From an optimization exercise on the open Yosys and OpenROAD flow, aimed at small area, a short achievable clock period and few clock cycles per item; shortcuts taken in it are not production practice. In this exercise RTL edits were held to simulation tests only and were not proved equivalent to the original.

Setup of try-lagoon:
// cordic
module cordic(
    input wire [31:0]   angle,
    input wire [1:0]    opt,
    input wire          enable,
    input wire          reset,
    input wire          clk,
    output wire signed [31:0] sin_out,
    output wire signed [31:0] cos_out,
    output wire               done
);
    localparam [17:0] K  = 18'd39797;
    localparam [17:0] NK = -18'd39797;
    function [17:0] atan_table;
        input [3:0] n;
        case (n)
            4'd2:  atan_table = 18'd16055;
            4'd3:  atan_table = 18'd8145;
            4'd4:  atan_table = 18'd4090;
            4'd5:  atan_table = 18'd2045;
            4'd6:  atan_table = 18'd1023;
            4'd7:  atan_table = 18'd512;
            4'd8:  atan_table = 18'd256;
            4'd9:  atan_table = 18'd128;
            4'd10: atan_table = 18'd64;
            4'd11: atan_table = 18'd32;
            4'd12: atan_table = 18'd16;
            4'd13: atan_table = 18'd8;
            4'd14: atan_table = 18'd4;
            default: atan_table = 18'd2;
        endcase
    endfunction
    function [17:0] addsub;
        input [17:0] a, b;
        input        m;      
        reg [18:0] s;
        begin
            s = {a, 1'b1} + {b ^ {18{m}}, m};
            addsub = s[18:1];
        end
    endfunction
    reg signed [17:0] x, y;
    reg [17:0] z;
    reg [4:0]  n;                
    reg [3:0]  sx, sy;           
    reg        dx, dyn, dz;      
    reg        sat_r, neg_r;     
    reg        sin_en, cos_en;   
    wire done_r = n[4];
    wire run    = enable & ~done_r;
    wire first  = (n[3:0] == 4'd0);
    wire st1    = (n[3:0] == 4'd1);
    wire last   = (n[3:0] == 4'd15);
    wire runk   = run & ~first;
    wire [17:0] ys = y >>> sx;
    wire [17:0] xs = x >>> sy;
  ...
export LEC_CHECK = 0
export ABC_AREA = 1
export CAP_MARGIN = 20
export CORE_MARGIN = 2
export CORE_UTILIZATION = 40
export SETUP_SLACK_MARGIN = 4
export SLEW_MARGIN = 20
create_clock -name core_clock -period 7.0 [get_ports {clk}]
run.sh (not shown) runs the stock make flow with config.mk's settings and CLKGATE_MAP_FILE= SYNTH_SCRIPT=/design/flow/synth_recipe.tcl, a recipe that flattens the netlist after the stock synthesis.
Testbench counts of try-lagoon, summed over its fixed seeds: cycles 43,200, items 2,400.
For try-raven, these inputs were changed with respect to try-lagoon:
Settings: SETUP_SLACK_MARGIN: 4 -> 3.5.
==> flow/flow/run.sh (new file) <==
#!/bin/bash
# The standard layout (standard.sh), with the port buffers made from
# sky130_fd_sc_hd__buf_1 instead of the default delay buffer. ORFS writes each
# step's log under orfs/logs; make's own output goes to make.log.
set -euo pipefail
bash standard.sh 'BUFFER_PORTS_ARGS=-buffer_cell sky130_fd_sc_hd__buf_1' finish > make.log 2>&1
==> flow/standard.sh (new file) <==
#!/bin/bash
# synth_recipe.tcl (not shown) runs the flow's synth.tcl, then flattens the netlist and writes it again
# the make line also repeats each setting of config.mk as NAME=value (left out here)
make -C /OpenROAD-flow-scripts/flow DESIGN_CONFIG=/design/flow/config.mk WORK_HOME=/design/flow/orfs CLKGATE_MAP_FILE= SYNTH_SCRIPT=/design/flow/synth_recipe.tcl "${@:-finish}"
removed: flow/run.sh
--- outcome ---
The lower largest stage delay on the critical path of try-raven and try-lagoon is in try-lagoon.
try-raven ends up with a hold slack that is 0.0043 ns lower than in try-lagoon.
try-raven against try-lagoon: I/O pin count has remained practically unchanged, half-perimeter wire length after detailed placement has decreased.
Between try-raven and try-lagoon, the critical path data arrival time is higher for try-lagoon.
Between try-raven and try-lagoon, final worst-path cycle share is higher for try-lagoon, try-raven comes in under that.
The post-route standard cell area excluding fillers of try-raven was superior to that of try-lagoon.
diff inputs: try-raven => try-onyx
Settings: changing SETUP_SLACK_MARGIN from 3.5 to 2.5.
==> flow/run.sh (new file) <==
#!/bin/bash
# synth_recipe.tcl (not shown) runs the flow's synth.tcl, then flattens the netlist and writes it again
# the make line also repeats each setting of config.mk as NAME=value (left out here)
make -C /OpenROAD-flow-scripts/flow DESIGN_CONFIG=/design/flow/config.mk WORK_HOME=/design/flow/orfs CLKGATE_MAP_FILE= SYNTH_SCRIPT=/design/flow/synth_recipe.tcl finish
removed: flow/flow/run.sh
removed: flow/standard.sh
--- outcome ---
~same worst hold slack in try-onyx and try-raven. try-onyx vs try-raven: met1 wire length down. On sequential share of cell area: try-onyx sits above try-raven. In the reports for try-onyx and try-raven, the larger global-route usage belongs to try-raven. Final design area excluding fillers, try-onyx vs try-raven: down by a few percent.
Setup changes, try-onyx to try-nickel
Settings: swapping 2.5 for 3 in SETUP_SLACK_MARGIN.
==> comparison <==
try-onyx has a lower area share of buffers outside the clock network than try-nickel.
try-nickel against try-onyx; maximum achievable frequency is up by a little under 10%.
Against try-onyx, try-nickel reports a ratio of cells with drive above 1 in the final layout that is higher.
Any difference in first-pass GRT wire length between try-nickel and try-onyx is small enough to ignore.
try-nickel vs. try-onyx: worst setup slack moved up, total area of multi-input combinational cells moved up, clock-cell share of area level.
[try-nickel] non-clock buffer count rose 5 relative to try-onyx
Changes observed in try-nickel relative to try-onyx: transition at the pin with the smallest max-transition slack increased 0.0036 ns, minimum clock period after layout decreased 0.35 ns.

-- static timing again, ports no longer ideal --
No port has a modelled driver above. Below, the same layouts with a new extraction and two added sets of constraints. Step 1, drivers: a clkbuf_16 drives clk and a buf_2 each remaining input, both assumed. Step 2 also shifts input and output timing later by t, the mid clock arrival at the registers, as if the neighbouring blocks saw the same clock. Slacks: ideal ports / drivers / drivers and shift; pairs: ideal ports / drivers.
run | shift t [ns] | setup slack, ns | worst hold slack (ns) | worst setup path after step 2 | pins driven straight from the clock port
try-lagoon | 0.398 | 3.526 / 3.526 / 3.526 | 0.528 / 0.528 / 0.528 | register to register | 1
try-raven | 0.394 | 3.591 / 3.591 / 3.417 | 0.524 / 0.524 / 0.524 | input to register | 1
try-onyx | 0.387 | 2.893 / 2.893 / 2.688 | 0.526 / 0.526 / 0.526 | input to register | 1
try-nickel | 0.389 | 3.245 / 3.245 / 3.005 | 0.525 / 0.525 / 0.525 | input to register | 1
After both steps every run listed still meets setup and hold. The setup slack of try-nickel, which loses most, moves by 0.000 ns with the drivers and by -0.240 ns with both steps.
